This is an optimization exercise on Yosys and OpenROAD, whose aim is small area, not a production implementation. In this exercise RTL edits were held to simulation tests only and were not proved equivalent to the original. Power figures rest on the tool's default switching activity, not on a simulated workload.

<file path="flow/standard.sh">
#!/bin/bash
# synth_recipe.tcl (not shown) runs the flow's synth.tcl, then flattens the netlist and writes it again
# the make line also repeats each setting of config.mk as NAME=value (left out here)
make -C /OpenROAD-flow-scripts/flow DESIGN_CONFIG=/design/flow/config.mk WORK_HOME=/design/flow/orfs CLKGATE_MAP_FILE= SYNTH_SCRIPT=/design/flow/synth_recipe.tcl "${@:-finish}"
</file>
<file path="flow/flow/remap.tcl">
# Re-map the combinational logic of the standard synthesis netlist with an
# area-oriented ABC script. Register instances (names and cell types) are kept.
set lib $::env(LIBFILE)
yosys read_liberty -ignore_miss_func $lib
yosys blackbox sky130_fd_sc_hd__df* sky130_fd_sc_hd__edf* sky130_fd_sc_hd__sdf* sky130_fd_sc_hd__sedf* sky130_fd_sc_hd__dl*
yosys read_verilog $::env(NETLIST)
yosys hierarchy -top $::env(TOP)
yosys flatten
yosys opt_clean -purge
yosys techmap
yosys opt -fast
set du {}
foreach c $::env(DONT_USE) { lappend du -dont_use $c }
yosys abc -script $::env(ABCSCRIPT) -liberty $lib {*}$du
yosys read_liberty -lib -overwrite $lib
yosys splitnets
yosys opt_clean -purge
yosys hilomap -singleton -hicell sky130_fd_sc_hd__conb_1 HI -locell sky130_fd_sc_hd__conb_1 LO
yosys tee -o $::env(OUT).stat stat -liberty $lib
yosys check -assert -mapped
yosys write_verilog -noattr -nohex -nodec $::env(OUT)
</file>
<file path="flow/design.v">
module flex_counter
#(
    parameter  NUM_CNT_BITS = 4
)
(
    input logic clk, n_rst, clear, count_enable,
    input logic [NUM_CNT_BITS-1 : 0] rollover_val,
    output logic [NUM_CNT_BITS-1 : 0] count_out,
    output logic rollover_flag
);
    logic next_rollover_flag;
    logic [NUM_CNT_BITS-1 : 0] next_count_out;
    always_ff @ (posedge clk, negedge n_rst) begin
        if(n_rst == 0) begin
            count_out <= 0;
            rollover_flag <= 0;
        end
        else begin
            count_out <= next_count_out;
            rollover_flag <= next_rollover_flag;
        end
    end
    always_comb begin
        if(clear) begin
            next_count_out = 0;
        end
        else begin
            if(count_enable) begin
                if(count_out == rollover_val) begin
                    next_count_out = 1;
                end
                else begin
                    next_count_out = count_out + 1;
                end
            end
            else begin
                next_count_out = count_out;
            end
        end
    end
    always_comb begin
        if(clear) begin
            next_rollover_flag = 0;
        end
        else begin
            if(rollover_val == next_count_out) begin
                next_rollover_flag = 1;
            end
            else begin
                next_rollover_flag = 0;
            end
        end
    end
endmodule
module flex_stp_sr
#(
    parameter NUM_BITS = 8,
    parameter SHIFT_MSB = 1
)
(
    input logic clk, n_rst, shift_enable, serial_in,
    output logic [NUM_BITS-1:0] parallel_out
);
    logic [NUM_BITS - 1:0] nxt_parallel_out;
    always_ff @( posedge clk, negedge n_rst ) begin
        if(n_rst == 0) begin
            parallel_out <= '1;
        end
        else begin
            parallel_out <= nxt_parallel_out;
        end
    end
    always_comb begin 
        if(shift_enable) begin
            if(SHIFT_MSB) begin
                nxt_parallel_out = {parallel_out[NUM_BITS - 2:0], serial_in};
            end
            else begin
                nxt_parallel_out = {serial_in, parallel_out[NUM_BITS - 1:1]};
            end
        end
        else begin
            nxt_parallel_out = parallel_out;
        end
    end
endmodule
module sync_high
(
    input logic clk, n_rst, async_in,
    output logic sync_out
);
    logic temp;
    always_ff @( posedge clk, negedge n_rst ) begin : Synchronizer
        if(n_rst == 1'b0) begin
            sync_out <= 1'b1;
            temp <= 1'b1;
        end
        else begin
            temp <= async_in;
            sync_out <= temp;
        end
    end
endmodule
module sync_low
(
    input logic clk, n_rst, async_in,
    output logic sync_out
);
    logic temp;
    always_ff @( posedge clk, negedge n_rst ) begin : Synchronizer
        if(n_rst == 1'b0) begin
            sync_out <= 1'b0;
            temp <= 1'b0;
        end
        else begin
            temp <= async_in;
            sync_out <= temp;
        end
    end
endmodule
module eop_detector
(
    input logic clk, n_rst, dp_sync, dm_sync,
    output logic eop
);
    assign eop = (!dm_sync && !dp_sync);
endmodule
module edge_detector
(
    input logic clk, n_rst, dp_sync,
    output logic d_edge
);
    logic dp_temp;
    assign d_edge = (!dp_sync & dp_temp);
    always_ff @( posedge clk, negedge n_rst ) begin : Synchronizer
        if(n_rst == 1'b0) begin
            dp_temp <= 1'b1;
        end
        else begin
            dp_temp <= dp_sync;
        end
    end
endmodule
module decoder
(
    input logic clk, n_rst, dp_sync, eop, shift_enable,
    output logic d_orig
);
    logic temp_mid, temp_end, next_temp_end;
    assign d_orig = !(temp_mid ^ temp_end);
    always_ff @( posedge clk, negedge n_rst ) begin : Synchronizer
        if(n_rst == 1'b0) begin
            temp_mid <= 1'b1;
            temp_end <= 1'b1;
        end
        else begin
            temp_mid <= dp_sync;
            temp_end <= next_temp_end;
        end
    end
    always_comb begin
        if(shift_enable) begin
            if(eop) begin
                next_temp_end = 1'b1;
            end
            else begin
                next_temp_end = temp_mid;
            end
        end
        else begin
            next_temp_end = temp_end;
        end
    end
endmodule
module timer
(   
    input logic clk, n_rst, d_edge, rcving,
    output logic shift_enable, byte_received
);
    logic nxt_shift_enable;
    logic [3:0] count, nxt_count;
    always_ff @( posedge clk, negedge n_rst ) begin
        if(!n_rst) begin
            count <= 4'd5;
            shift_enable <= 1'b0;
        end
        else begin
            count <= nxt_count;
            shift_enable <= nxt_shift_enable;
        end
    end
    always_comb begin
        nxt_count = count;
        if(d_edge) begin
            nxt_count = 4'd5;
        end
        else if(rcving) begin
            if(count == 4'd8)begin
                nxt_count = 4'd1;
            end
            else begin
                nxt_count = count + 4'd1;
            end
        end
    end
    always_comb begin
        nxt_shift_enable = 1'b0;
        if(d_edge) begin
            nxt_shift_enable = 1'b0;
        end
        else if(nxt_count == 4'd8) begin
            nxt_shift_enable = 1'b1;
        end
        else begin
            nxt_shift_enable = 1'b0;
        end
    end
    flex_counter #( .NUM_CNT_BITS(4)) bit_counter (.clk(clk), .n_rst(n_rst), .clear(byte_received || !rcving), .count_enable(shift_enable), .rollover_val(4'd8), 
                                .rollover_flag(byte_received), .count_out());
endmodule
module shift_register
(   
    input logic clk, n_rst, d_orig, shift_enable,
    output logic [7:0] data
);
    flex_stp_sr #(.NUM_BITS(8), .SHIFT_MSB(0)) sr0 ( .clk(clk), .n_rst(n_rst), .shift_enable(shift_enable),
                                                    .serial_in(d_orig), .parallel_out(data));
endmodule
module rcu (
    input logic clk, n_rst, d_edge, eop, shift_enable, byte_received, buff_full,
    input logic [5:0] buffer_occupancy,
    input logic [7:0] data, 
    output logic rcving, w_enable, r_error, flush, data_en, buff_clear, data_ready,
    output logic [2:0] pid
);
    localparam SYNC_BYTE = 8'b10000000;
    typedef enum logic [4:0] { IDLE, EIDLE, SYNC, PID_CHK, DATA_RCV, DATA_LOAD, LOAD_WAIT, BUFF_CLEAR, INC_PCKT, ERR, EOP_WAIT, EEOP_WAIT, ADDR_CHK, ENDP1, ENDP2, ENDP_CHK, CRC_RCV, DATA_READY, PRE_EOP_WAIT } states;
    states state, nxt_state;
    logic nxt_w_enable, nxt_r_error, nxt_flush, nxt_data_en, nxt_buff_clear, nxt_data_ready;
    logic [2:0] nxt_pid;
    always_ff @( posedge clk, negedge n_rst ) begin
        if(!n_rst) begin
            state <= IDLE;
            w_enable <= 0;
            r_error <= 0;
            flush <= 0;
            data_en <= 0;
            buff_clear <= 0;
            data_ready <= 0;
            pid <= 3'b0;
        end
        else begin
            state <= nxt_state;
            w_enable <= nxt_w_enable;
            r_error <= nxt_r_error;
            flush <= nxt_flush;
            data_en <= nxt_data_en;
            buff_clear <= nxt_buff_clear;
            data_ready <= nxt_data_ready;
            pid <= nxt_pid;
        end
    end
    always_comb begin
        nxt_state = state;
        case(state) 
            IDLE: if(d_edge) nxt_state = SYNC;
            EIDLE: if(d_edge) nxt_state = SYNC;
            SYNC: begin
                if((eop && shift_enable)) nxt_state = EOP_WAIT;
                else if((data == SYNC_BYTE) && byte_received) nxt_state = PID_CHK;
                else if((data != SYNC_BYTE) && byte_received) nxt_state = ERR;
            end
            PID_CHK: begin
                if(byte_received) begin
                    if((data[3:0] == 4'b0011) || (data[3:0] == 4'b1011)) nxt_state = DATA_RCV;
                    else if((data[3:0] == 4'b0001) || (data[3:0] == 4'b1001)) nxt_state = ADDR_CHK;
                    else if((data[3:0] == 4'b0010) || (data[3:0] == 4'b1010) || (data[3:0] == 4'b1110)) nxt_state = PRE_EOP_WAIT;
                    else nxt_state = ERR;
                end
            end
            DATA_RCV:begin
                if(eop && byte_received) nxt_state = DATA_LOAD;
                else if(eop && shift_enable) nxt_state = INC_PCKT;
                else if(buff_full) nxt_state = DATA_LOAD;
            end
            DATA_LOAD: begin
                if(eop && shift_enable) nxt_state = EOP_WAIT;
                else nxt_state = LOAD_WAIT;
            end
            LOAD_WAIT: if(shift_enable) nxt_state = BUFF_CLEAR;
            BUFF_CLEAR: begin
                if(eop) nxt_state = EOP_WAIT;
                else if(shift_enable) nxt_state = DATA_RCV;
            end
            INC_PCKT: if(eop && shift_enable) nxt_state = EIDLE;
            ERR: if(eop && shift_enable) nxt_state = EEOP_WAIT;
            PRE_EOP_WAIT: begin
                if(!eop && shift_enable) nxt_state = ERR;
                else if(eop && shift_enable) nxt_state = EOP_WAIT;
            end
            EOP_WAIT: begin
                if(!eop && shift_enable) nxt_state = ERR;
                else if(eop && shift_enable) nxt_state = DATA_READY;
            end
            EEOP_WAIT: begin
                if(!eop && shift_enable) nxt_state = ERR;
                else if(eop && shift_enable) nxt_state = EIDLE;
            end
            ADDR_CHK: begin
                if(byte_received && (data == 8'b0)) nxt_state = ENDP1;
                else if(byte_received && !(data == 8'b0)) nxt_state = ERR;
            end
            ENDP1: if(shift_enable) nxt_state = ENDP2;
            ENDP2: if(shift_enable) nxt_state = ENDP_CHK;
            ENDP_CHK: begin
                if(shift_enable) begin
                    if((data[7:5] == 3'b0)) nxt_state = CRC_RCV;
                    else nxt_state = ERR;
                end 
            end
            CRC_RCV: if(eop && shift_enable) nxt_state = EOP_WAIT;
            DATA_READY: nxt_state = IDLE;
        endcase
    end
    always_comb begin
        nxt_data_en = 1'b0;
        nxt_buff_clear = 1'b0;
        nxt_data_ready = 1'b0;
        nxt_pid = pid;
        rcving = 1'b1;
        nxt_w_enable = w_enable;
        nxt_r_error = r_error;
        nxt_flush = flush;
        case(state)
            IDLE: begin
                rcving = 1'b0;
                nxt_w_enable = 1'b0;
                nxt_r_error = 1'b0;
                nxt_flush = 1'b0;
                nxt_pid = 3'b0;
            end
            EIDLE: begin
                rcving = 1'b0;
                nxt_w_enable = 1'b0;
                nxt_r_error = 1'b1;
                nxt_flush = 1'b0;
                nxt_pid = 3'b0;
            end
            SYNC: begin
                rcving = 1'b1;
                nxt_w_enable = 1'b0;
                nxt_r_error = 1'b0;
                nxt_flush = 1'b1;
                nxt_pid = 3'b0;
            end
            PID_CHK: begin
                rcving = 1'b1;
                nxt_w_enable = 1'b0;
                nxt_r_error = 1'b0;
                nxt_flush = 1'b0;
                if(byte_received) begin
                    case(data[3:0])
                        4'b0001: nxt_pid = 3'b001;
                        4'b1001: nxt_pid = 3'b010;
                        4'b0011: nxt_pid = 3'b011;
                        4'b1011: nxt_pid = 3'b100;
                        4'b0010: nxt_pid = 3'b101;
                        4'b1010: nxt_pid = 3'b110;
                        4'b1110: nxt_pid = 3'b111;
                        default: nxt_pid = 3'b000;
                    endcase
                end
            end
            DATA_RCV: begin
                rcving = 1'b1;
                nxt_w_enable = 1'b0;
                nxt_r_error = 1'b0;
                nxt_flush = 1'b0;
                nxt_pid = pid;
                nxt_data_en = 1'b1;
            end
            DATA_LOAD: begin
                rcving = 1'b1;
                nxt_w_enable = 1'b1;
                nxt_r_error = 1'b0;
                nxt_flush = 1'b0;
                nxt_pid = pid;
                nxt_data_en = 1'b1;
            end
            LOAD_WAIT: nxt_w_enable = 1'b0;
            BUFF_CLEAR: nxt_buff_clear = 1'b1;
            ERR: begin
                rcving = 1'b1;
                nxt_w_enable = 1'b0;
                nxt_r_error = 1'b1;
                nxt_flush = 1'b0;
                nxt_pid = pid;
            end
            INC_PCKT: begin
                rcving = 1'b1;
                nxt_w_enable = 1'b1;
                nxt_r_error = 1'b1;
                nxt_flush = 1'b0;
                nxt_pid = pid;
            end
            EOP_WAIT: begin
                rcving = 1'b1;
                nxt_w_enable = 1'b0;
                nxt_r_error = 1'b0;
                nxt_flush = 1'b0;
                nxt_pid = pid;
            end
            EEOP_WAIT: begin
                rcving = 1'b1;
                nxt_w_enable = 1'b0;
                nxt_r_error = 1'b1;
                nxt_flush = 1'b0;
                nxt_pid = pid;
            end
            CRC_RCV: begin
                rcving = 1'b1;
                nxt_w_enable = 1'b0;
                nxt_r_error = 1'b0;
                nxt_flush = 1'b0;
                nxt_pid = pid;
            end
            DATA_READY: nxt_data_ready = 1'b1;
        endcase
    end
endmodule
module rx_data_buffer
(
    input logic clk, n_rst, byte_received, data_en, buff_clear,
    input logic [7:0] data,
    output logic buff_full,
    output logic [31:0] rcv_data
);
    logic [2:0] count, nxt_count;
    logic [31:0] nxt_rcv_data;
    always_ff @( posedge clk, negedge n_rst ) begin : Synchronizer
        if(n_rst == 1'b0) begin
            rcv_data <= 32'b0;
            count <= 3'b0;
        end
        else begin
            rcv_data <= nxt_rcv_data;
            count <= nxt_count;
        end
    end
    always_comb begin
        nxt_rcv_data = rcv_data;
        if(byte_received && data_en) begin
            nxt_rcv_data = {data, rcv_data[31:8]};
        end
        else if(buff_clear) begin
            nxt_rcv_data = 32'b0;
        end
    end
    always_comb begin
        buff_full = 1'b0;
        if(count == 3'd4) begin
            buff_full = 1'b1;
        end
    end
    always_comb begin
        nxt_count = count;
        if(byte_received && data_en) begin
            nxt_count = count + 1;
        end
        else if(count == 3'd4) begin
            nxt_count = 2'b0;
        end
    end
endmodule
module usb_receiver(
    input logic clk, n_rst, dp_i, dm_i, 
    input logic [5:0] buffer_occupancy,
    output logic w_enable, rcving, r_error, flush, data_ready,
    output logic [2:0] pid,
    output logic [31:0] rcv_data
);
    logic dp_sync, dm_sync, eop, d_orig, d_edge, shift_enable, byte_received, buff_full, data_en, buff_clear;
    logic [7:0] data;
    sync_high high_synchonizer ( .clk(clk), .n_rst(n_rst), .async_in(dp_i), .sync_out(dp_sync) );
    sync_low low_synchonizer ( .clk(clk), .n_rst(n_rst), .async_in(dm_i), .sync_out(dm_sync) );
    eop_detector eop_detc ( .clk(clk), .n_rst(n_rst), .dp_sync(dp_sync), .dm_sync(dm_sync), .eop(eop) );
    edge_detector edge_detc ( .clk(clk), .n_rst(n_rst), .dp_sync(dp_sync), .d_edge(d_edge) );
    decoder decode ( .clk(clk), .n_rst(n_rst), .dp_sync(dp_sync), .eop(eop), .shift_enable(shift_enable), .d_orig(d_orig) );
    timer time_block ( .clk(clk), .n_rst(n_rst), .d_edge(d_edge), .rcving(rcving), .shift_enable(shift_enable), .byte_received(byte_received) );
    shift_register shift_reg ( .clk(clk), .n_rst(n_rst), .d_orig(d_orig), .shift_enable(shift_enable), .data(data) );
    rcu controller ( .clk(clk), .n_rst(n_rst), .d_edge(d_edge), .eop(eop), .shift_enable(shift_enable), .byte_received(byte_received), .buff_full(buff_full), .data(data), .data_ready(data_ready),
                     .buffer_occupancy(buffer_occupancy), .rcving(rcving), .w_enable(w_enable), .buff_clear(buff_clear), .r_error(r_error), .flush(flush), .data_en(data_en), .pid(pid) );
    rx_data_buffer data_buffer ( .clk(clk), .n_rst(n_rst), .byte_received(byte_received), .data_en(data_en), .buff_clear(buff_clear), .data(data), .buff_full(buff_full), .rcv_data(rcv_data) );
endmodule
module usb_tx (
    input logic [5:0] buffer_occupancy,
    input logic clk, n_rst,
    input logic [7:0] tx_packet_data,
    input logic [2:0] tx_packet,
    output logic tx_transfer_active, tx_error, dplus_out, dminus_out, get_tx_packet_data
);
    logic busy, eop1;             
    logic dtype;                  
    logic [1:0] stg;              
    logic [5:0] ph;               
    logic [6:0] hcnt;             
    logic [1:0] held;             
    logic [1:0] pidc;             
    logic [1:0] enc;              
    wire cmd_ok = (tx_packet != 3'd0) && (tx_packet <= 3'd4);
    wire idle = !busy && !eop1;
    wire start = idle && cmd_ok;
    wire check = busy && (ph == 6'd1) && (stg[1] && (stg[0] || !dtype));
    wire send_eop = (check && (buffer_occupancy == 6'd0)) || eop1;
    assign tx_error = 1'b0;
    assign tx_transfer_active = busy || eop1;
    assign get_tx_packet_data = busy && (ph == 6'd63) && (stg != 2'd0);
    logic [7:0] cur_byte;
    always_comb begin
        case (stg)
            2'd0: cur_byte = 8'h80;
            2'd1: case (pidc)
                      2'd0: cur_byte = 8'b0000_0011;
                      2'd1: cur_byte = 8'b0000_0010;
                      2'd2: cur_byte = 8'b0000_1010;
                      default: cur_byte = 8'b0000_1110;
                  endcase
            default: cur_byte = tx_packet_data;
        endcase
    end
    wire sbit = cur_byte[ph[5:3]];
    wire tick = busy && (ph[2:0] == 3'd2);
    always_ff @(posedge clk) begin
        if (start) begin
            dtype <= (tx_packet == 3'd1);
            ph <= 6'd0;
            stg <= 2'd0;
        end else begin
            ph <= ph + 6'd1;
            if (ph == 6'd63 && stg != 2'd3) stg <= stg + 2'd1;
        end
        if (busy && ph == 6'd0 && stg == 2'd1) pidc <= held;
        if (cmd_ok && hcnt == 7'd0) held <= tx_packet[1:0] - 2'd1;
    end
    always_ff @(posedge clk, negedge n_rst) begin
        if (!n_rst) begin
            busy <= 1'b0;
            eop1 <= 1'b0;
            hcnt <= 7'd0;
            enc <= 2'd0;
        end else begin
            eop1 <= check && (buffer_occupancy == 6'd0);
            if (start) busy <= 1'b1;
            else if (check && (buffer_occupancy == 6'd0)) busy <= 1'b0;
            if (hcnt == 7'd0) begin
                if (cmd_ok) hcnt <= 7'd1;
            end else if (hcnt == 7'd70) hcnt <= 7'd0;
            else hcnt <= hcnt + 7'd1;
            case (enc)
                2'd0: if (tick) enc <= sbit ? 2'd2 : 2'd1;
                2'd1: if (send_eop) enc <= 2'd3; else if (!sbit && tick) enc <= 2'd2;
                2'd2: if (send_eop) enc <= 2'd3; else if (!sbit && tick) enc <= 2'd1;
                default: if (!send_eop) enc <= 2'd0;
            endcase
        end
    end
    assign dplus_out = (enc == 2'd0) || (enc == 2'd2);
    assign dminus_out = (enc == 2'd1);
endmodule
module data_buffer_tx #(parameter BW = 8) (
    input logic store_tx_data, clear, get_tx_packet_data, clk, n_rst,
    input logic [4*BW-1:0] tx_data,
    input logic [1:0] hsize,
    output logic [BW-1:0] tx_packet_data,
    output logic [5:0] buffer_occupancy
);
    logic [6:0] wp;
    logic [5:0] rp;
    logic lapped;
    logic [3:0] wf;
    logic [BW-1:0] data_out;
    logic [BW-1:0] mem [64];
    wire [5:0] wa = wp[5:0];
    wire full  = (rp == 6'd63);
    wire empty = (wp == 7'd0);
    wire wr_data = store_tx_data && (hsize != 2'd0);
    wire adv = wr_data && !full;
    wire rget = get_tx_packet_data && !full && !empty;
    wire [2:0] k = (hsize == 2'd3) ? 3'd4 : (hsize == 2'd2) ? 3'd2 : 3'd1;
    wire [6:0] wa_sum = {1'b0, wa} + {4'd0, k};
    wire lapped_n = lapped || wa_sum[6];
    logic [BW-1:0] lane [4];
    always_comb begin
        for (int m = 0; m < 4; m++) lane[m] = tx_data[BW * ((m - wa[1:0]) & 3) +: BW];
    end
    logic [63:0] woh, wen;
    always_comb begin
        woh = 64'd1 << wa;
        for (int j = 0; j < 64; j++)
            wen[j] = wr_data && (woh[j] || (hsize[1] && woh[(j + 63) % 64])
                                 || (hsize == 2'd3 && (woh[(j + 62) % 64] || woh[(j + 61) % 64])));
    end
    always_ff @(posedge clk) begin
        for (int j = 0; j < 64; j++) begin
            if (wen[j]) mem[j] <= lane[j & 3];
        end
    end
    wire [5:0] ro = rp - wa;
    wire rvalid = (ro < 6'd4) ? wf[ro[1:0]] : (lapped || (rp < wa));
    logic [63:0] rsel;
    logic [BW-1:0] rbyte;
    always_comb begin
        rsel = rvalid ? (64'd1 << rp) : 64'd0;
        rbyte = '0;
        for (int i = 0; i < 64; i++) rbyte = rbyte | ({BW{rsel[i]}} & mem[i]);
    end
    always_ff @(posedge clk, negedge n_rst) begin
        if (!n_rst) begin
            wp <= '0;
            rp <= '0;
            lapped <= 1'b0;
            wf <= '0;
            data_out <= '0;
            tx_packet_data <= '0;
        end else begin
            if (get_tx_packet_data) tx_packet_data <= data_out;
            if (clear) begin
                wp <= '0;
                rp <= '0;
                lapped <= 1'b0;
                wf <= '0;
            end else begin
                data_out <= rbyte;
                if (rget) rp <= rp + 6'd1;
                if (adv) begin
                    wp <= wp + {4'd0, k};
                    lapped <= lapped_n;
                    for (int o = 0; o < 4; o++) begin
                        if (o + k < 4) wf[o] <= wf[o + k];
                        else wf[o] <= lapped_n || ({1'b0, wa_sum[5:0]} + 7'(o) >= 7'd64);
                    end
                end else begin
                    for (int o = 0; o < 4; o++) if (o < k) wf[o] <= wr_data;
                end
            end
        end
    end
    logic [2:0] ev;
    always_comb begin
        if (clear) ev = 3'd6;
        else ev = (adv ? k : 3'd0) - {2'd0, rget};
    end
    localparam int DLY = 65;
    logic [2:0] dline [DLY];
    always_ff @(posedge clk) begin
        dline[0] <= ev;
        for (int i = 1; i < DLY; i++) dline[i] <= dline[i - 1];
    end
    logic [6:0] cnt;
    wire [2:0] old_ev = dline[DLY - 1];
    always_ff @(posedge clk, negedge n_rst) begin
        if (!n_rst) begin
            cnt <= '0;
            buffer_occupancy <= '0;
        end else begin
            if (cnt != 7'(DLY)) cnt <= cnt + 7'd1;
            else if (old_ev == 3'd6) buffer_occupancy <= '0;
            else buffer_occupancy <= buffer_occupancy + ((old_ev == 3'd7) ? 6'h3f : {3'd0, old_ev});
        end
    end
endmodule
module data_buffer_rx (
    input logic get_rx_data, store_rx_packet_data, flush, clk, n_rst,
    input logic [31:0] rx_packet_data,
    output logic [31:0] rx_data,
    output logic [5:0] buffer_occupancy_rx
);
    logic [6:0] wp;
    logic [5:0] rp;
    logic lapped, wvalid;
    logic [31:0] data_out;
    logic [31:0] mem [64];
    wire full  = (rp == 6'd63);
    wire empty = (wp == 7'd0);
    wire [5:0] wa = wp[5:0];
    wire advance = store_rx_packet_data && !full;
    wire rvalid = (rp == wa) ? wvalid : (lapped || (rp < wa));
    logic [63:0] rsel;
    logic [31:0] rword;
    always_comb begin
        rsel = rvalid ? (64'd1 << rp) : 64'd0;
        rword = '0;
        for (int i = 0; i < 64; i++) rword = rword | ({32{rsel[i]}} & mem[i]);
    end
    always_ff @(posedge clk) begin
        if (store_rx_packet_data) mem[wa] <= rx_packet_data;
    end
    always_ff @(posedge clk, negedge n_rst) begin
        if (!n_rst) begin
            wp <= '0;
            rp <= '0;
            lapped <= 1'b0;
            wvalid <= 1'b0;
            data_out <= '0;
            rx_data <= '0;
        end else begin
            rx_data <= get_rx_data ? data_out : rx_packet_data;
            if (flush) begin
                wp <= '0;
                rp <= '0;
                lapped <= 1'b0;
                wvalid <= 1'b0;
            end else begin
                data_out <= rword;
                if (advance) begin
                    wp <= wp + 7'd1;
                    lapped <= lapped || (wa == 6'd63);
                    wvalid <= lapped || (wa == 6'd63);
                end else begin
                    wvalid <= store_rx_packet_data;
                end
                if (get_rx_data && !full && !empty) rp <= rp + 6'd1;
            end
        end
    end
    assign buffer_occupancy_rx = wa - rp;
endmodule
module ahb_lite_slave
(
    input logic clk,
    input logic n_rst,
    input logic hsel, hwrite,
    input logic [1:0] hsize, htrans,
    input logic [3:0] haddr,
    input logic [31:0] hwdata,
    input logic [2:0] rx_packet,
    input logic rx_data_ready, rx_transfer_active, rx_error,
    input logic tx_transfer_active, tx_error,
    input logic [5:0] buffer_occupancy,
    input logic [31:0] rx_data,
    output logic [31:0] hrdata,
    output logic hresp,
    output logic [1:0] hsize_out,
    output logic [2:0] tx_packet,
    output logic get_rx_data, store_tx_data, clear,
    output logic [31:0] tx_data,
    output logic d_mode
);
    logic reg_hsel, reg_hwrite;
    logic [1:0] reg_hsize;
    logic [3:0] reg_haddr;
    assign d_mode = 1'b0;
    wire wr = reg_hsel && reg_hwrite && (reg_hsize != 2'd0);
    wire wr_data = wr && (reg_haddr[3:2] == 2'b00);
    wire wr_ctrl = wr && (reg_haddr == 4'd12);
    wire wr_flush = wr && (reg_haddr == 4'd13);
    wire hw_hi_zero = (hwdata[31:3] == 29'd0);
    wire cmd_ok = hw_hi_zero && (hwdata[2:0] != 3'd0) && (hwdata[2:0] <= 3'd4);
    logic [3:0] lanes;
    always_comb begin
        case (reg_hsize)
            2'd3: lanes = 4'b1111;
            2'd2: lanes = reg_haddr[1] ? 4'b1100 : 4'b0011;
            2'd1: lanes = 4'b0001 << reg_haddr[1:0];
            default: lanes = 4'b0000;
        endcase
    end
    wire [31:0] wdata = (reg_hsize == 2'd3) ? hwdata :
                        (reg_hsize == 2'd2) ? {2{hwdata[15:0]}} : {4{hwdata[7:0]}};
    wire rd = hsel && !hwrite;
    wire raw = (reg_haddr == haddr) && reg_hwrite;
    wire [31:0] src = raw ? hwdata : rx_data;
    logic [3:0] pid_status;
    always_comb begin
        pid_status = 4'd0;
        case (rx_packet)
            3'b010: pid_status[0] = 1'b1;
            3'b001: pid_status[1] = 1'b1;
            3'b101: pid_status[2] = 1'b1;
            3'b110: pid_status[3] = 1'b1;
            default: ;
        endcase
    end
    logic [31:0] next_hrdata;
    always_comb begin
        next_hrdata = '0;
        if (rd && hsize != 2'd0) begin
            if (haddr[3:2] == 2'b00) begin
                case (hsize)
                    2'd3: next_hrdata = src;
                    2'd2: next_hrdata[15:0] = haddr[0] ? src[31:16] : src[15:0];
                    default: next_hrdata[7:0] = src[8 * haddr[1:0] +: 8];
                endcase
            end else if (haddr == 4'd12 || haddr == 4'd13) begin
                if (raw) next_hrdata = hwdata;
                else if (haddr[0]) next_hrdata[0] = clear;
                else next_hrdata[2:0] = tx_packet;
            end else if (!raw) begin
                case (haddr)
                    4'd4: next_hrdata[9:0] = (hsize == 2'd1) ? {5'b00000, pid_status, rx_data_ready}
                                                            : {tx_transfer_active, rx_transfer_active, 3'b000, pid_status, rx_data_ready};
                    4'd5: next_hrdata[9:0] = (hsize == 2'd1) ? {9'd0, tx_transfer_active}
                                                            : {tx_transfer_active, rx_transfer_active, 3'b000, pid_status, rx_data_ready};
                    4'd6: next_hrdata[7:0] = {tx_error, 6'b0, rx_error};
                    4'd7: next_hrdata[7:0] = (hsize == 2'd1) ? 8'd0 : {tx_error, 6'b0, rx_error};
                    4'd8: next_hrdata[5:0] = buffer_occupancy;
                    default: ;
                endcase
            end
        end
    end
    always_comb begin
        hresp = 1'b0;
        if (haddr == 4'd9 || haddr == 4'd10 || haddr == 4'd11 || haddr == 4'd14 || haddr == 4'd15) hresp = 1'b1;
        if (hwrite && haddr >= 4'd4 && haddr <= 4'd8) hresp = 1'b1;
    end
    always_ff @(posedge clk, negedge n_rst) begin
        if (!n_rst) begin
            reg_hsel <= 1'b0;
            reg_hwrite <= 1'b0;
            reg_hsize <= 2'd0;
            reg_haddr <= 4'd0;
            hsize_out <= 2'd0;
            hrdata <= '0;
            tx_packet <= '0;
            get_rx_data <= 1'b0;
            store_tx_data <= 1'b0;
            clear <= 1'b0;
            tx_data <= '0;
        end else begin
            reg_hsel <= hsel;
            reg_hwrite <= hwrite;
            reg_hsize <= hsize;
            reg_haddr <= haddr;
            hsize_out <= reg_hsize;
            hrdata <= next_hrdata;
            tx_packet <= (wr_ctrl && cmd_ok) ? hwdata[2:0] : 3'd0;
            store_tx_data <= wr_ctrl && hw_hi_zero && (hwdata[2:0] == 3'd1);
            get_rx_data <= rd && (haddr[3:2] == 2'b00);
            if (wr_flush) clear <= hwdata[0];
            for (int i = 0; i < 4; i++)
                if (wr_data && lanes[i]) tx_data[8 * i +: 8] <= wdata[8 * i +: 8];
        end
    end
endmodule
module top
(
	input logic clk, 
    input logic n_rst,
    input logic hsel, hwrite, 
    input logic [1:0] hsize, htrans,
    input logic [3:0] haddr, 
    input logic [31:0] hwdata,
    input logic dplus_i, dminus_i,
    output logic [31:0] hrdata,
    output logic hresp, d_mode,
    output logic dplus_o, dminus_o
);
logic [2:0] rx_packet;
logic rx_data_ready, rx_transfer_active, rx_error;
logic store_rx_packet, flush_rx2ahb;
logic [31:0] rx_packet_data;  
logic tx_error, tx_transfer_active;
logic get_tx_packet_data;
logic [2:0] tx_packet;
logic get_rx_data, store_tx_data;
logic [31:0] tx_data;
logic clear_ahb2buffer;
logic [31:0] rx_data;
logic [7:0] tx_packet_data;
logic [5:0] buffer_occupancy_rx;
logic [5:0] buffer_occupancy_tx;
logic [1:0] hsize_out;
ahb_lite_slave BUS( 
                .clk(clk), 
                .n_rst(n_rst), 
                .hsel(hsel), 
                .haddr(haddr), 
                .hsize(hsize), 
                .htrans(htrans), 
                .hwrite(hwrite), 
                .hwdata(hwdata), 
                .hrdata(hrdata), 
                .hresp(hresp),
                .rx_packet(rx_packet),
                .rx_data_ready(rx_data_ready),
                .rx_transfer_active(rx_transfer_active),
                .rx_error(rx_error),
                .tx_packet(tx_packet),
                .tx_transfer_active(tx_transfer_active),
                .tx_error(tx_error),
                .buffer_occupancy(buffer_occupancy_tx),
                .rx_data(rx_data),
                .get_rx_data(get_rx_data),
                .store_tx_data(store_tx_data),
                .tx_data(tx_data),
                .clear(clear_ahb2buffer),
                .hsize_out(hsize_out),
                .d_mode(d_mode)
                );
usb_receiver RX(    
                .clk(clk), 
                .n_rst(n_rst), 
                .dp_i(dplus_i), 
                .dm_i(dminus_i),
                .buffer_occupancy(buffer_occupancy_rx),
                .pid(rx_packet),
                .data_ready(rx_data_ready),
                .rcving(rx_transfer_active),
                .r_error(rx_error),                  
                .flush(flush_rx2ahb),
                .w_enable(store_rx_packet),
                .rcv_data(rx_packet_data)
                );
usb_tx TX(  
            .clk(clk), 
            .n_rst(n_rst),
            .dplus_out(dplus_o),
            .dminus_out(dminus_o),
            .tx_transfer_active(tx_transfer_active),
            .tx_error(tx_error),
            .tx_packet(tx_packet),
            .tx_packet_data(tx_packet_data),
            .get_tx_packet_data(get_tx_packet_data),
            .buffer_occupancy(buffer_occupancy_tx)
        );
data_buffer_tx TXDBUFF(       
                    .clk(clk), 
                    .n_rst(n_rst),
                    .store_tx_data(store_tx_data), 
                    .clear(clear_ahb2buffer), 
                    .get_tx_packet_data(get_tx_packet_data), 
                    .tx_packet_data(tx_packet_data),
                    .tx_data(tx_data),
                    .hsize(hsize_out),
                    .buffer_occupancy(buffer_occupancy_tx)
                    );
data_buffer_rx RXDBUFF(       
                    .clk(clk), 
                    .n_rst(n_rst),
                    .rx_data(rx_data),
                    .get_rx_data(get_rx_data), 
                    .store_rx_packet_data(store_rx_packet), 
                    .flush(flush_rx2ahb), 
                    .rx_packet_data(rx_packet_data),
                    .buffer_occupancy_rx(buffer_occupancy_rx)
                    );
endmodule
</file>
<file path="flow/flow/run.sh">
#!/bin/bash
# Layout flow: the standard synthesis; its combinational logic re-mapped for
# area with ABC (registers untouched); then the standard layout, with clock tree
# synthesis run without dummy loads and with larger sink clusters.
set -euo pipefail
W=$PWD
R=$W/orfs/results/$FLOW_PLATFORM/top/base
PLAT=$FLOW_HOME/platforms/$FLOW_PLATFORM
YOSYS=$(command -v yosys || echo $FLOW_HOME/../tools/install/yosys/bin/yosys)

# 1. standard synthesis only
bash standard.sh $R/1_2_yosys.v > synth.log 2>&1
cp $R/1_2_yosys.v $W/std_netlist.v

# 2. area re-map of the combinational logic
export LIBFILE=$PLAT/lib/sky130_fd_sc_hd__tt_025C_1v80.lib
export DONT_USE=$(sed -n '/DONT_USE_CELLS +=/,/^$/p' $PLAT/config.mk | grep -o 'sky130_fd_sc_hd__[a-z0-9_]*' | tr '\n' ' ')
export NETLIST=$W/std_netlist.v OUT=$W/remap_netlist.v TOP=$FLOW_TOP ABCSCRIPT=$W/flow/area.abc
$YOSYS -c $W/flow/remap.tcl > remap.log 2>&1
cp $W/remap_netlist.v $R/1_2_yosys.v
touch $R/1_2_yosys.v

# 3. the rest of the standard layout
export CTS_ARGS="-sink_clustering_enable -repair_clock_nets -dont_use_dummy_load -sink_clustering_size 20 -sink_clustering_max_diameter 60"
bash standard.sh > layout.log 2>&1
</file>
<file path="flow/flow/area.abc">
&get -n
&st
&dch -f
&nf -p -R 1000 -F 8 -A 4
&put
topo
</file>
<file path="flow/constraint.sdc">
create_clock -name core_clock -period 10.0 [get_ports {clk}]
set_input_delay 2.0000 -clock core_clock [delete_from_list [all_inputs] [get_ports {clk}]]
set_output_delay 2.0000 -clock core_clock [all_outputs]
set_load 0.01 [all_outputs]
</file>
<file path="flow/config.mk">
export PLATFORM = sky130hd
export DESIGN_NAME = top
export DESIGN_NICKNAME = top
export VERILOG_FILES = /design/flow/design.v
export SDC_FILE = /design/flow/constraint.sdc
export NUM_CORES = 8
export LEC_CHECK = 0
export CAP_MARGIN = 20
export CORE_MARGIN = 2
export CORE_UTILIZATION = 60
export PLACE_DENSITY = 0.7
export SLEW_MARGIN = 20
</file>
==> results of run 1 <==
## layout by cell type (no fill, tap or decap), types with 123 or more instances in the layout
cell type,instances
a22oi_1,549
a221oi_1,199
dfxtp_1,203
edfxtp_1,2565
nand4_1,123
dfrtp_1,240
nand3_1,127
nand2_1,380
buf_4,340
a21oi_1,292
clkbuf_16,189
nor2_1,348
a22o_1,190
o21ai_0,183
## power by group through the flow
stage / clock, mW / combinational (mW) / sequential [mW]
2_1_floorplan: 0 / 0.952 / 14.5
3_3_place_gp: 0 / 2.14 / 14.6
3_5_place_dp: 0 / 2.17 / 14.6
4_1_cts: 7.22 / 2.18 / 14.3
5_1_grt: 7.63 / 2.33 / 14.4
6_report: 7.27 / 2.35 / 14.3
## path summary, 6_finish.rpt
path                                                    end  slack [ns]  cells past startpoint
hold / removal                 TXDBUFF.dline[21][2]$_DFF_P_        0.30                      0
setup / recovery           RXDBUFF.data_out[18]$_DFFE_PN0N_        3.54                     14
setup reg to reg           RXDBUFF.data_out[18]$_DFFE_PN0N_        3.54                     14
hold reg to reg                TXDBUFF.dline[21][2]$_DFF_P_        0.30                      0
max in group asynchronous         RXDBUFF.rp[5]$_DFFE_PN0P_        7.18                      2
min in group asynchronous            TX.hcnt[1]$_DFFE_PN0P_        1.20                      1
## through the flow
step	setup slack, ns	instances
4_1_cts	3.85	9757
3_5_place_dp	3.83	9568
6_report	3.54	9780
2_1_floorplan	3.71	6670
3_3_place_gp	3.90	9568
5_1_grt	3.53	9769
## metal layers
metal	track usage, %	vias up	wire length (µm)
met5	0.907	-	499
met3	17.3	2193	77700
li1	-	28751	-
met1	56.1	37440	130000
met4	34.1	40	43900
met2	64.7	8628	182000
## state kept, by name (all words and copies together) (netlist names), 7 cells and up
| name | flops |
|---|---|
| RXDBUFF.mem | 2048 |
| TXDBUFF.data_out | 8 |
| TXDBUFF.dline | 195 |
| RXDBUFF.wp | 7 |
| RX.data_buffer.rcv_data | 32 |
| BUS.tx_data | 32 |
| RXDBUFF.data_out | 32 |
| TXDBUFF.mem | 512 |
| TXDBUFF.cnt | 7 |
| TX.hcnt | 7 |
| BUS.hrdata | 32 |
| TXDBUFF.tx_packet_data | 8 |
| RXDBUFF.rx_data | 32 |
| TXDBUFF.wp | 7 |
| RX.shift_reg.sr0.parallel_out | 8 |
## area by class of cell
cell class	instances	area [µm²]
Antenna cell	20	50.0
Multi-Input combinational cell	3552	23800
Clock buffer	189	4730
Tap cell	2480	3100
Timing Repair Buffer	421	3380
Fill cell	12632	61300
Sequential cell	3058	88400
Inverter	60	225
==> key figures, run 1 <==
Status
  – Status: finished clean

Pwr
  – Total power: 24.0 mW
  – Sequential Power Share: around three fifths
  – Combinational Power Share: 9.8%
  – Pleak: a little under 40 nW
  – Clock network power share: 30.3%
  – Max VDD drop: 197 µV
  – Sw Pwr: approximately 6 mW
  – Cell area power density: around 190 mW/mm²
  – Internal: between 15 and 20 mW
  – Sw Share: roughly 25%

Routing
  – Detail Route Antenna Nets: 0
  – First-iteration detailed-routing DRC count: about 17000
  – Vias post-DR: about 77000
  – DRC: 0
  – TritonRoute pass-1 iters: 9
  – Wire per inst: around 44 µm
  – Final WL: ~430 mm
  – Avg Vias per Cell: slightly below 8

Clock network
  – Maximum root-to-sink buffer count: 3
  – Setup bufs post-CTS: 0
  – Clock Tree Root: clkbuf_16
  – CTS tree: yes
  – Hold-fix buffers, CTS: 0
  – Clk slew on worst S/H paths: about 0.080 ns
  – TritonCTS Sinks: a little over 3000
  – Clk latency of the worst-skew pair: 0.91 ns
  – Num CTS Buffers: between 150 and 200
  – # H-tree levels: 4
  – Post-CTS Resized: 0

Die
  – DIE WIDTH: roughly 430 µm
  – Core ar.: around 0.19 mm²
  – Die footprint: ~0.19 mm²
  – Row Count: 158
  – Initial Utilization: 60.2%
  – Vert. Die Dim: between 400 and 500 µm
  – IO Count: 82

Worst setup path
  – Critical Path, Cell by Cell: xnor2_1 -> nand4_1 -> a2111oi_0 -> mux2i_1 -> nand2_1 -> buf_4 -> nand2_2 -> nor2_4 -> buf_4 -> a221o_1 -> a2111oi_0 -> nand4_1 -> nor3_1 -> a21oi_1
  – Worst Setup Start Kind: flip-flop
  – WP buf/inv: 2
  – CP peak stage delay: 1.00 ns
  – Worst R2R Start: RXDBUFF.rp[5]$_DFFE_PN0P_
  – Slowest library cell on the worst path: a2111oi_0
  – Maximum fanout along the worst path: 39
  – Worst Setup SP: RXDBUFF.rp[5]$_DFFE_PN0P_
  – Worst path required time: roughly 11 ns
  – CP top delay family: compound AO/OA/AOI/OAI gates
  – CP Data Arrival Time: around 7.2 ns
  – CP Class: flip-flop to flip-flop
  – Crit. End Element: flip-flop

Logic synthesis
  – Mean Syn Cell Area: ~17 µm²
  – Syn nets: about 6700
  – Post-Syn Area: between 0.1 and 0.15 mm²
  – Synthesis Warnings: 16
  – Synth Instances: 6670

Timing
  – Final min period: between 6 and 7 ns
  – Worst-Margin Slew: about 1.2 ns
  – Worst slew margin: between 10% and 20%
  – Final Hold Viols: 0
  – Fin. max-slew vios: 0
  – Setup TNS: 0 ns
  – Hold_ws: just under 0.3 ns
  – Endpoints failing setup: 0
  – Clock Skew: between 0.1 and 0.15 ns
  – Peak Freq: ~150 MHz
  – Final worst-path cycle share: between 60% and 70%
  – RSZ-0062 raised after global routing: no

Final layout
  – Util after Layout: 66.9%
  – Nets: 7328
  – Share of cells above drive strength 1: about 11%
  – Area Overhead vs Synth: 11.0%
  – Design Area, Final: between 0.1 and 0.15 mm²

Global routing
  – Largest net degree at the start of global routing: between 100 and 150
  – Initial antenna violation count: 29
  – GR Util All Layers: 45.3%
  – Remaining global-route overflow: 0
  – First-pass GRT wire length: ~580 mm
  – Vias in the first global route: a little over 70000

Placed design
  – Dpl hpwl: ~250 mm
  – Port bufs: roughly 80
  – Dpl cell area: 0.119 mm²
  – Routability Congestion: between 1 and 1.5

Job
  – Maxcap violations: 0

Hold path
  – Min-delay src: TXDBUFF.dline[20][2]$_DFF_P_
  – Hold/Removal Path Class: flip-flop to flip-flop
==> run 2: changes to the inputs <==
==> flow/run.sh (new file) <==
#!/bin/bash
# synth_recipe.tcl (not shown) runs the flow's synth.tcl, then flattens the netlist and writes it again
# the make line also repeats each setting of config.mk as NAME=value (left out here)
make -C /OpenROAD-flow-scripts/flow DESIGN_CONFIG=/design/flow/config.mk WORK_HOME=/design/flow/orfs CLKGATE_MAP_FILE= SYNTH_SCRIPT=/design/flow/synth_recipe.tcl finish
--- a/flow/config.mk
+++ b/flow/config.mk
@@ -9,4 +9,6 @@
 export CORE_MARGIN = 2
 export CORE_UTILIZATION = 60
+export CTS_CLUSTER_DIAMETER = 60
+export CTS_CLUSTER_SIZE = 20
 export PLACE_DENSITY = 0.7
 export SLEW_MARGIN = 20
removed: flow/flow/run.sh
removed: flow/flow/area.abc
removed: flow/flow/remap.tcl
removed: flow/standard.sh
==> run 2 against run 1 <==
Maximum frequency grew 6.0%. Combinational power grew 29%. Core utilization barely moved. Clock power rose by 15%. Highest routed layer unchanged. Setup slack gained 0.36 ns. Largest power group unchanged.
==> key figures, run 2 <==
Clock network
  – Clk slew on worst S/H paths: 0.08 ns
  – Setup bufs post-CTS: 0
  – Clk latency of the worst-skew pair: about 0.93 ns
  – Clock Tree Root: clkbuf_16
  – Post-CTS Resized: 0
  – Hold-fix buffers, CTS: 0
  – CTS tree: yes
  – TritonCTS Sinks: slightly above 3000
  – Maximum root-to-sink buffer count: 3
  – # H-tree levels: 4
  – Num CTS Buffers: about 190

Worst setup path
  – Most Frequent Cell on Critical Path: buf_4
  – Critical Path, Cell by Cell: buf_4 -> ha_1 -> and4_1 -> and4_4 -> a21oi_4 -> buf_12 -> a211oi_4 -> buf_4 -> a22o_1 -> nor3_1 -> nand4_1 -> o32a_1
  – CP Class: flip-flop to flip-flop
  – Worst path required time: approximately 11 ns
  – Worst R2R Start: RXDBUFF.rp[2]$_DFFE_PN0P_
  – Worst Setup Start Kind: flip-flop
  – CP peak stage delay: 0.81 ns
  – Slowest library cell on the worst path: nor3_1
  – Worst Reg-to-Reg Cells: 12
  – WP buf/inv: 3
  – CP Data Arrival Time: 6.86 ns
  – R2r endpoint: RXDBUFF.data_out[7]$_DFFE_PN0N_
  – Slack of the worst reg-to-reg path: around 3.9 ns
  – Crit. End Element: flip-flop
  – Maximum fanout along the worst path: roughly 110
  – CP top delay family: simple AND/OR/NAND/NOR gates

Pwr
  – Max VDD drop: approximately 220 µV
  – Cell area power density: approximately 200 mW/mm²
  – Combinational Power Share: 11.7%
  – Sequential Power Share: 55.9%
  – Internal: between 15 and 20 mW
  – Clock network power share: about a third
  – Sw Pwr: roughly 7 mW
  – Pleak: 40.1 nW
  – Sw Share: 27.3%

Timing
  – Hold_ws: about 0.32 ns
  – Worst slew margin: under 10%
  – Final min period: approximately 6 ns
  – Final worst-path cycle share: 61.0%
  – Peak Freq: approximately 160 MHz
  – Worst-Margin Slew: between 1 and 1.5 ns
  – Endpoints failing setup: 0
  – Clock Skew: 0.0624 ns
  – Setup TNS: 0 ns
  – RSZ-0062 raised after global routing: no
  – Final Hold Viols: 0
  – Fin. max-slew vios: 0

Logic synthesis
  – Synth Instances: 7284
  – Syn nets: ~7400
  – Post-Syn Area: 0.116 mm²
  – Seq/Total Area, Yosys: between 70 and 80%
  – Synth Register Bits: 3058
  – Share of the synthesized area in the top cell type: around 66%
  – Ys async rst share: approximately a tenth
  – Dominant synthesized flop cell: edfxtp_1
  – Synthesis Warnings: 16
  – Most frequent cell after synthesis: edfxtp_1
  – Mean Syn Cell Area: 15.9 µm²
  – Unique masters post-synth: 94
  – Most frequent cells after synthesis: edfxtp_1 (2565), a22oi_1 (572), nand2_1 (435)
  – Number of enable flip-flop cells after synthesis: ~2600
  – Synth area leaders: edfxtp_1 (66%), dfrtp_1 (6.0%), a22oi_1 (3.7%), dfxtp_1 (3.5%), a22o_1 (1.8%)
  – Cell taking the most area after synthesis: edfxtp_1

Routing
  – Wire per inst: roughly 45 µm
  – Detail Route Antenna Nets: 0
  – TritonRoute pass-1 iters: 10
  – DRC: 0
  – Vias post-DR: just under 80000
  – Avg Vias per Cell: 7.82
  – First-iteration detailed-routing DRC count: 17128
  – Final WL: approximately 460 mm

Placed design
  – Dpl cells: slightly below 10000
  – Routability Congestion: between 0.9 and 1
  – Port bufs: 78
  – Dpl hpwl: roughly 260 mm
  – Dpl cell area: between 0.1 and 0.15 mm²

Hold path
  – Hold/Removal Path Class: flip-flop to flip-flop
  – Hold EP: TXDBUFF.dline[13][0]$_DFF_P_
  – Min-delay src: TXDBUFF.dline[12][0]$_DFF_P_
  – Hold Path Stages: 0

Final layout
  – Commonest cells after routing, fill and taps aside: edfxtp_1 (2565), a22oi_1 (572), nand2_1 (434), buf_4 (325), nor2_1 (304)
  – Fillcell total: 13164
  – Area Overhead vs Synth: 10.7%
  – Max FFs per register: between 2000 and 2500
  – Share of cells above drive strength 1: 13.5%
  – Largest registers: RXDBUFF.mem: 2048 flops, TXDBUFF.mem: 512 flops, TXDBUFF.dline: 195 flops
  – Nets: about 7600
  – Most common cell after layout, fill and taps aside: edfxtp_1
  – Design Area, Final: 0.129 mm²
  – Post-Layout Cell Count: between 10000 and 15000
  – Most flops, register: RXDBUFF.mem

Global routing
  – Met1 Use GR: a little under three fifths
  – First-pass GRT wire length: 618 mm
  – Largest net degree at the start of global routing: 145
  – Vias in the first global route: ~73000
  – Remaining global-route overflow: 0
  – Initial antenna violation count: 33
  – Most Used Layer, Global Route: met2
  – GR Util All Layers: between 40% and 50%
  – M2 GR Usage: 66.1%
  – Met3 global-route usage: between 10% and 20%

Die
  – Core ar.: about 0.19 mm²
  – DIE WIDTH: 444 µm
  – Initial Utilization: ~60%
  – Die footprint: ~0.20 mm²
  – Vert. Die Dim: ~440 µm
  – Row Count: ~160
  – IO Count: 82

Status
  – Status: finished clean

Job
  – Maxcap violations: 0
run 2: worst register-to-register path: cells and delay by family (launching register included):
family	cells	cell delay, ns
compound gates	4	1.86
fa+ha+maj	1	0.35
buf+inv	3	1.42
flops	1	0.33
simple gates	4	2.00
run 2: power groups by stage:
stage	registers, mW	logic [mW]	clock network, mW
floorplan	14.5	1.39	0
global placement	14.7	2.76	0
detailed placement	14.7	2.78	0
CTS	14.4	2.79	8.34
global route	14.4	2.96	8.77
finish	14.4	3.02	8.38
run 2: final cells by class:
cell class                 count  area (µm²)  share of cell area, %
clock buffer                 288        5380                   4.19
sequential                  3058       88400                   68.8
inverter                      75         282                  0.219
multi-input combinational   3703       27000                   21.0
antenna                       45         113                 0.0876
timing repair buffer         410        3360                   2.62
clock inverter                71         813                  0.633
tap                         2526        3160                   2.46
run 2: kinds of logic after synthesis:
family,after synthesis,synth area share [%]
AO/OA/AOI/OAI,1935,12.6
XOR/XNOR,46,0.347
adder cells (fa/ha/maj),67,0.742
buffers and inverters,523,1.78
flip-flops,3058,76.1
multiplexers,221,2.50
other,1,0.00323
AND/OR/NAND/NOR,1433,5.86
run 2: metal layers:
metal | share of wire (%) | vias up
li1 | - | 29657
met1 | 30 | 38876
met2 | 41 | 8664
met3 | 18 | 2377
met4 | 11 | 24
met5 | 0.062 | -
run 2: worst max path at each step:
stage                     depth (start not counted)                         endpoint                      start
after floorplan                                   6                            hresp                   haddr[0]
after detailed placement                          7         BUS.hrdata[18]$_DFF_PN0_                   haddr[3]
after CTS                                         7                            hresp                   haddr[0]
after global placement                            7                            hresp                   haddr[0]
after global routing                              7                            hresp                   haddr[0]
final                                            12  RXDBUFF.data_out[7]$_DFFE_PN0N_  RXDBUFF.rp[2]$_DFFE_PN0P_
run 2: stage by stage:
step           worst slack, ns  total power [mW]  util [%]
2_1_floorplan             4.84              15.8         -
3_3_place_gp              4.25              17.4      63.5
3_5_place_dp              4.20              17.5      63.5
4_1_cts                   4.29              25.5      66.7
5_1_grt                   4.19              26.2      66.8
6_report                  3.90              25.8      66.8
==> run 3: changes to the inputs <==
--- a/flow/design.v
+++ b/flow/design.v
@@ -53,36 +53,4 @@
     end
 endmodule
-module flex_stp_sr
-#(
-    parameter NUM_BITS = 8,
-    parameter SHIFT_MSB = 1
-)
-(
-    input logic clk, n_rst, shift_enable, serial_in,
-    output logic [NUM_BITS-1:0] parallel_out
-);
-    logic [NUM_BITS - 1:0] nxt_parallel_out;
-    always_ff @( posedge clk, negedge n_rst ) begin
-        if(n_rst == 0) begin
-            parallel_out <= '1;
-        end
-        else begin
-            parallel_out <= nxt_parallel_out;
-        end
-    end
-    always_comb begin 
-        if(shift_enable) begin
-            if(SHIFT_MSB) begin
-                nxt_parallel_out = {parallel_out[NUM_BITS - 2:0], serial_in};
-            end
-            else begin
-                nxt_parallel_out = {serial_in, parallel_out[NUM_BITS - 1:1]};
-            end
-        end
-        else begin
-            nxt_parallel_out = parallel_out;
-        end
-    end
-endmodule
 module sync_high
 (
@@ -220,10 +188,11 @@
 endmodule
 module shift_register
-(   
+(
     input logic clk, n_rst, d_orig, shift_enable,
     output logic [7:0] data
 );
-    flex_stp_sr #(.NUM_BITS(8), .SHIFT_MSB(0)) sr0 ( .clk(clk), .n_rst(n_rst), .shift_enable(shift_enable),
-                                                    .serial_in(d_orig), .parallel_out(data));
+    always_ff @(posedge clk) begin
+        if (shift_enable) data <= {d_orig, data[7:1]};
+    end
 endmodule
 module rcu (
@@ -615,4 +584,8 @@
         for (int i = 0; i < 64; i++) rbyte = rbyte | ({BW{rsel[i]}} & mem[i]);
     end
+    always_ff @(posedge clk) begin
+        if (!clear) data_out <= rbyte;
+        if (get_tx_packet_data) tx_packet_data <= data_out;
+    end
     always_ff @(posedge clk, negedge n_rst) begin
         if (!n_rst) begin
@@ -621,8 +594,5 @@
             lapped <= 1'b0;
             wf <= '0;
-            data_out <= '0;
-            tx_packet_data <= '0;
         end else begin
-            if (get_tx_packet_data) tx_packet_data <= data_out;
             if (clear) begin
                 wp <= '0;
@@ -631,5 +601,4 @@
                 wf <= '0;
             end else begin
-                data_out <= rbyte;
                 if (rget) rp <= rp + 6'd1;
                 if (adv) begin
@@ -670,8 +639,8 @@
     end
 endmodule
-module data_buffer_rx (
+module data_buffer_rx #(parameter DW = 32) (
     input logic get_rx_data, store_rx_packet_data, flush, clk, n_rst,
-    input logic [31:0] rx_packet_data,
-    output logic [31:0] rx_data,
+    input logic [DW-1:0] rx_packet_data,
+    output logic [DW-1:0] rx_data,
     output logic [5:0] buffer_occupancy_rx
 );
@@ -679,6 +648,9 @@
     logic [5:0] rp;
     logic lapped, wvalid;
-    logic [31:0] data_out;
-    logic [31:0] mem [64];
+    logic [5:0] rp_q;             
+    logic rv_q;                   
+    logic [5:0] wa_q;             
+    logic we_q;                   
+    logic [DW-1:0] mem [64];
     wire full  = (rp == 6'd63);
     wire empty = (wp == 7'd0);
@@ -686,13 +658,14 @@
     wire advance = store_rx_packet_data && !full;
     wire rvalid = (rp == wa) ? wvalid : (lapped || (rp < wa));
+    always_ff @(posedge clk) begin
+        if (we_q) mem[wa_q] <= rx_packet_data;
+        wa_q <= wa;
+    end
     logic [63:0] rsel;
-    logic [31:0] rword;
+    logic [DW-1:0] data_out;
     always_comb begin
-        rsel = rvalid ? (64'd1 << rp) : 64'd0;
-        rword = '0;
-        for (int i = 0; i < 64; i++) rword = rword | ({32{rsel[i]}} & mem[i]);
-    end
-    always_ff @(posedge clk) begin
-        if (store_rx_packet_data) mem[wa] <= rx_packet_data;
+        rsel = rv_q ? (64'd1 << rp_q) : 64'd0;
+        data_out = '0;
+        for (int i = 0; i < 64; i++) data_out = data_out | ({DW{rsel[i]}} & mem[i]);
     end
     always_ff @(posedge clk, negedge n_rst) begin
@@ -702,8 +675,11 @@
             lapped <= 1'b0;
             wvalid <= 1'b0;
-            data_out <= '0;
+            rp_q <= '0;
+            rv_q <= 1'b0;
+            we_q <= 1'b0;
             rx_data <= '0;
         end else begin
             rx_data <= get_rx_data ? data_out : rx_packet_data;
+            we_q <= store_rx_packet_data && !flush;
             if (flush) begin
                 wp <= '0;
@@ -712,5 +688,6 @@
                 wvalid <= 1'b0;
             end else begin
-                data_out <= rword;
+                rp_q <= rp;
+                rv_q <= rvalid;
                 if (advance) begin
                     wp <= wp + 7'd1;
@@ -815,11 +792,13 @@
         if (hwrite && haddr >= 4'd4 && haddr <= 4'd8) hresp = 1'b1;
     end
+    always_ff @(posedge clk) begin
+        reg_hsize <= hsize;
+        reg_haddr <= haddr;
+        hsize_out <= reg_hsize;
+    end
     always_ff @(posedge clk, negedge n_rst) begin
         if (!n_rst) begin
             reg_hsel <= 1'b0;
             reg_hwrite <= 1'b0;
-            reg_hsize <= 2'd0;
-            reg_haddr <= 4'd0;
-            hsize_out <= 2'd0;
             hrdata <= '0;
             tx_packet <= '0;
@@ -831,7 +810,4 @@
             reg_hsel <= hsel;
             reg_hwrite <= hwrite;
-            reg_hsize <= hsize;
-            reg_haddr <= haddr;
-            hsize_out <= reg_hsize;
             hrdata <= next_hrdata;
             tx_packet <= (wr_ctrl && cmd_ok) ? hwdata[2:0] : 3'd0;
==> flow/flow/run.sh (new file) <==
#!/bin/bash
# Layout flow: the standard synthesis; its combinational logic re-mapped for
# area with ABC (registers untouched); then the standard layout, with clock tree
# synthesis run without dummy loads and with larger sink clusters.
set -euo pipefail
W=$PWD
R=$W/orfs/results/$FLOW_PLATFORM/top/base
PLAT=$FLOW_HOME/platforms/$FLOW_PLATFORM
YOSYS=$(command -v yosys || echo $FLOW_HOME/../tools/install/yosys/bin/yosys)

# 1. standard synthesis only
bash standard.sh $R/1_2_yosys.v > synth.log 2>&1
cp $R/1_2_yosys.v $W/std_netlist.v

# 2. area re-map of the combinational logic
export LIBFILE=$PLAT/lib/sky130_fd_sc_hd__tt_025C_1v80.lib
export DONT_USE=$(sed -n '/DONT_USE_CELLS +=/,/^$/p' $PLAT/config.mk | grep -o 'sky130_fd_sc_hd__[a-z0-9_]*' | tr '\n' ' ')
export NETLIST=$W/std_netlist.v OUT=$W/remap_netlist.v TOP=$FLOW_TOP ABCSCRIPT=$W/flow/area.abc
$YOSYS -c $W/flow/remap.tcl > remap.log 2>&1
cp $W/remap_netlist.v $R/1_2_yosys.v
touch $R/1_2_yosys.v

# 3. the rest of the standard layout
# port buffers: the smallest buffer (repair_design resizes any that need it)
export BUFFER_PORTS_ARGS="-buffer_cell sky130_fd_sc_hd__buf_1"
export CTS_ARGS="-sink_clustering_enable -repair_clock_nets -dont_use_dummy_load -sink_clustering_size 25 -sink_clustering_max_diameter 80"
bash standard.sh > layout.log 2>&1
==> flow/flow/area.abc (new file) <==
&get -n
&st
&dch -f
&nf -p -R 1000 -F 8 -A 4 -E 100 -C 32
&st
&dch -f
&nf -p -R 1000 -F 8 -A 4 -E 100 -C 32
&put
topo
==> flow/flow/remap.tcl (new file) <==
# Re-map the combinational logic of the standard synthesis netlist with an
# area-oriented ABC script. Register instances (names and cell types) are kept.
set lib $::env(LIBFILE)
yosys read_liberty -ignore_miss_func $lib
yosys blackbox sky130_fd_sc_hd__df* sky130_fd_sc_hd__edf* sky130_fd_sc_hd__sdf* sky130_fd_sc_hd__sedf* sky130_fd_sc_hd__dl*
yosys read_verilog $::env(NETLIST)
yosys hierarchy -top $::env(TOP)
yosys flatten
yosys opt_clean -purge
yosys techmap
yosys opt -fast
set du {}
foreach c $::env(DONT_USE) { lappend du -dont_use $c }
yosys abc -script $::env(ABCSCRIPT) -liberty $lib {*}$du
yosys read_liberty -lib -overwrite $lib
yosys splitnets
yosys opt_clean -purge
yosys hilomap -singleton -hicell sky130_fd_sc_hd__conb_1 HI -locell sky130_fd_sc_hd__conb_1 LO
yosys tee -o $::env(OUT).stat stat -liberty $lib
yosys check -assert -mapped
yosys write_verilog -noattr -nohex -nodec $::env(OUT)
==> flow/standard.sh (new file) <==
#!/bin/bash
# synth_recipe.tcl (not shown) runs the flow's synth.tcl, then flattens the netlist and writes it again
# the make line also repeats each setting of config.mk as NAME=value (left out here)
make -C /OpenROAD-flow-scripts/flow DESIGN_CONFIG=/design/flow/config.mk WORK_HOME=/design/flow/orfs CLKGATE_MAP_FILE= SYNTH_SCRIPT=/design/flow/synth_recipe.tcl "${@:-finish}"
--- a/flow/config.mk
+++ b/flow/config.mk
@@ -8,7 +8,5 @@
 export CAP_MARGIN = 20
 export CORE_MARGIN = 2
-export CORE_UTILIZATION = 60
-export CTS_CLUSTER_DIAMETER = 60
-export CTS_CLUSTER_SIZE = 20
-export PLACE_DENSITY = 0.7
+export CORE_UTILIZATION = 70
+export PLACE_DENSITY = 0.8
 export SLEW_MARGIN = 20
removed: flow/run.sh
==> run 3 against run 2 <==
Still clean on timing, DRC and antenna. First-iteration DRC count up 1.2%. Clock skew up 0.059 ns. Sequential share of layout area up 4.8 points. Sequential power about the same. Cell count down 12%. Critical path depth down 2. Register-to-register slack worse by 0.13 ns. Critical endpoint is now RXDBUFF.rx_data[27]$_DFF_PN0_.
==> key figures, run 3 <==
Final layout
  – Fillcell total: 8600
  – Largest registers: RXDBUFF.mem: 2048 flops, TXDBUFF.mem: 512 flops, TXDBUFF.dline: 195 flops
  – Nets: about 7000
  – Multi-input logic area: between 0.02 and 0.025 mm²
  – Design Area, Final: ~0.12 mm²
  – Area Overhead vs Synth: 9.26%
  – Register area: slightly below 0.09 mm²
  – Share of cells above drive strength 1: between 10% and 20%
  – Commonest cells after routing, fill and taps aside: edfxtp_1 (2589), nand2_1 (480), a222oi_1 (415), buf_4 (301), nor2_1 (299)
  – Most common cell after layout, fill and taps aside: edfxtp_1
  – Most flops, register: RXDBUFF.mem
  – Max FFs per register: 2048

Worst setup path
  – Maximum fanout along the worst path: 31
  – Worst R2R Start: RXDBUFF.rp_q[0]$_DFFE_PN0N_
  – Worst path required time: between 10 and 15 ns
  – Crit. End Element: flip-flop
  – Worst Reg-to-Reg Cells: 10
  – Worst Setup Start Kind: flip-flop
  – CP Class: flip-flop to flip-flop
  – Slack of the worst reg-to-reg path: ~3.8 ns
  – CP Data Arrival Time: 6.84 ns
  – R2r endpoint: RXDBUFF.rx_data[27]$_DFF_PN0_

Global routing
  – Remaining global-route overflow: 0
  – Vias in the first global route: a little under 70000
  – GR Util All Layers: 50.8%
  – Largest net degree at the start of global routing: between 150 and 200
  – First-pass GRT wire length: 546 mm
  – Initial antenna violation count: 30

Routing
  – DRC: 0
  – WL met2: 172 mm
  – DR top layer: met5
  – TritonRoute pass-1 iters: 14
  – Avg Vias per Cell: between 8 and 9
  – Detail Route Antenna Nets: 0
  – Vias post-DR: between 70000 and 80000
  – Final WL: between 400 and 500 mm
  – First-iteration detailed-routing DRC count: 17331
  – M1 WL: roughly 110 mm
  – Wire per inst: approximately 45 µm
  – Metal3 WL: roughly 74 mm

Clock network
  – Num CTS Buffers: between 100 and 150
  – CTS tree: yes
  – TritonCTS Sinks: 3040
  – Clock Tree Root: clkbuf_16
  – Clk slew on worst S/H paths: 0.09 ns
  – Clk latency of the worst-skew pair: between 0.8 and 0.9 ns
  – # H-tree levels: 4
  – Post-CTS Resized: 0
  – Setup bufs post-CTS: 0
  – Hold-fix buffers, CTS: 0
  – Maximum root-to-sink buffer count: 3

Placed design
  – Dpl cell area: about 0.12 mm²
  – Routability Congestion: about 1.0
  – Dpl hpwl: around 230 mm
  – Dpl ws: approximately 4.6 ns
  – Port bufs: around 80

Timing
  – Setup TNS: 0 ns
  – Fin. max-slew vios: 0
  – Endpoints failing setup: 0
  – Worst-Margin Slew: between 1 and 1.5 ns
  – Final worst-path cycle share: between 60 and 70%
  – Final min period: 6.23 ns
  – RSZ-0062 raised after global routing: no
  – Clock Skew: about 0.12 ns
  – Final setup margin: roughly 3.8 ns
  – Peak Freq: roughly 160 MHz
  – Worst slew margin: between 10% and 20%
  – Final Hold Viols: 0

Pwr
  – Total power: 22.1 mW
  – Cell area power density: 184 mW/mm²
  – Max VDD drop: approximately 240 µV
  – Pleak: 35.1 nW

Die
  – Die footprint: 0.160 mm²
  – Initial Utilization: between 70% and 80%
  – Vert. Die Dim: ~400 µm
  – Row Count: approximately 150
  – IO Count: between 80 and 90
  – DIE WIDTH: roughly 400 µm
  – Core ar.: around 0.16 mm²

Logic synthesis
  – Synthesis Warnings: 16
  – Synth Instances: 6368
  – Post-Syn Area: ~0.11 mm²
  – Syn nets: approximately 6400
  – Mean Syn Cell Area: ~17 µm²

Hold path
  – Hold EP: TXDBUFF.dline[17][0]$_DFF_P_
  – Hold/Removal Path Class: flip-flop to flip-flop
  – Min-delay src: TXDBUFF.dline[16][0]$_DFF_P_
  – Hold Path Stages: 0

Job
  – Maxcap violations: 0

Status
  – Status: finished clean
==> run 3: worst max-delay path by stage <==
stage / startpoint / end / slack, ns / depth (start not counted)
after global routing: RXDBUFF.rp_q[0]$_DFFE_PN0N_ / RXDBUFF.rx_data[27]$_DFF_PN0_ / 3.72 / 10
after CTS: RXDBUFF.rp_q[0]$_DFFE_PN0N_ / RXDBUFF.rx_data[27]$_DFF_PN0_ / 4.57 / 10
final: RXDBUFF.rp_q[0]$_DFFE_PN0N_ / RXDBUFF.rx_data[27]$_DFF_PN0_ / 3.77 / 10
after floorplan: RXDBUFF.rp_q[0]$_DFFE_PN0N_ / RXDBUFF.rx_data[21]$_DFF_PN0_ / 4.39 / 8
after global placement: RXDBUFF.rp_q[0]$_DFFE_PN0N_ / RXDBUFF.rx_data[27]$_DFF_PN0_ / 4.65 / 10
after detailed placement: RXDBUFF.rp_q[0]$_DFFE_PN0N_ / RXDBUFF.rx_data[27]$_DFF_PN0_ / 4.65 / 10
==> run 3: power by group <==
group | leakage, nW | internal (mW) | switching, mW
registers | 25.3 | 13.9 | 0.231
clock network | 1.82 | 2.65 | 3.74
logic | 7.92 | 0.350 | 1.15
total | 35.1 | 16.9 | 5.12
==> run 3: metrics by stage <==
step                util [%]  cells  hold slack, ns
floorplan                  -   6368           0.310
global placement        74.2   8802           0.310
detailed placement      74.2   8802           0.312
CTS                     76.6   8950           0.324
global route            76.7   8958           0.323
finish                  76.7   8970           0.321
==> run 3: critical path, stage by stage (launching register included) <==
cell and delay, ns:
dfrtp_4 0.76, clkinv_1 0.80, nand2_1 0.71, buf_4 0.41
nor2_2 0.25, buf_4 0.38, a222oi_1 0.28, nand2_1 0.11
nor4_1 0.94, nand4_1 0.67, o32a_1 0.64
==> run 3: layer usage <==
| metal | GRT usage [%] | vias to the layer above |
|---|---|---|
| met5 | 0 | - |
| met4 | 41.8 | 28 |
| met3 | 21.3 | 2345 |
| met2 | 72.0 | 8516 |
| met1 | 61.1 | 35358 |
| li1 | - | 27685 |
==> run 3: cell type report <==
type,instances,share of cell area [%]
repair buffers,384,2.19
inverters,68,0.213
multi-input cells,3260,18.7
well taps,2058,2.15
flip-flops and latches,3040,73.6
clock buffers,148,3.10
diodes,12,0.0251

-- separate check: timing with driven ports --
The flow's constraints put no driver on any port. The routed layouts listed below were extracted and timed again, unchanged, in two steps. Step 1 (the two cells are an assumption about what drives the block):
set clk [get_ports {clk}]
set_driving_cell -lib_cell sky130_fd_sc_hd__clkbuf_16 $clk
set_driving_cell -lib_cell sky130_fd_sc_hd__buf_2 [delete_from_list [all_inputs] $clk]
Step 2 adds t to the input delays and takes it off the output delays; t is the mean of the earliest and latest rising clock arrival at the registers after step 1. Input paths then give back, and output paths get back, about the clock's delay inside the block. Slacks: ideal ports / drivers / drivers and shift; pairs: ideal ports / drivers.
| run | t, ns | slack for setup (ns) | worst setup path after step 2 | worst data-port slew with drivers (ns) |
|---|---|---|---|---|
| run 1 | 0.942 | 3.540 / 3.540 / 3.540 | register to register | 0.07 |
| run 2 | 0.988 | 3.903 / 3.903 / 3.903 | register to register | 0.09 |
| run 3 | 0.890 | 3.775 / 3.775 / 3.775 | register to register | 0.07 |
After both steps setup and hold are still met in every run listed.
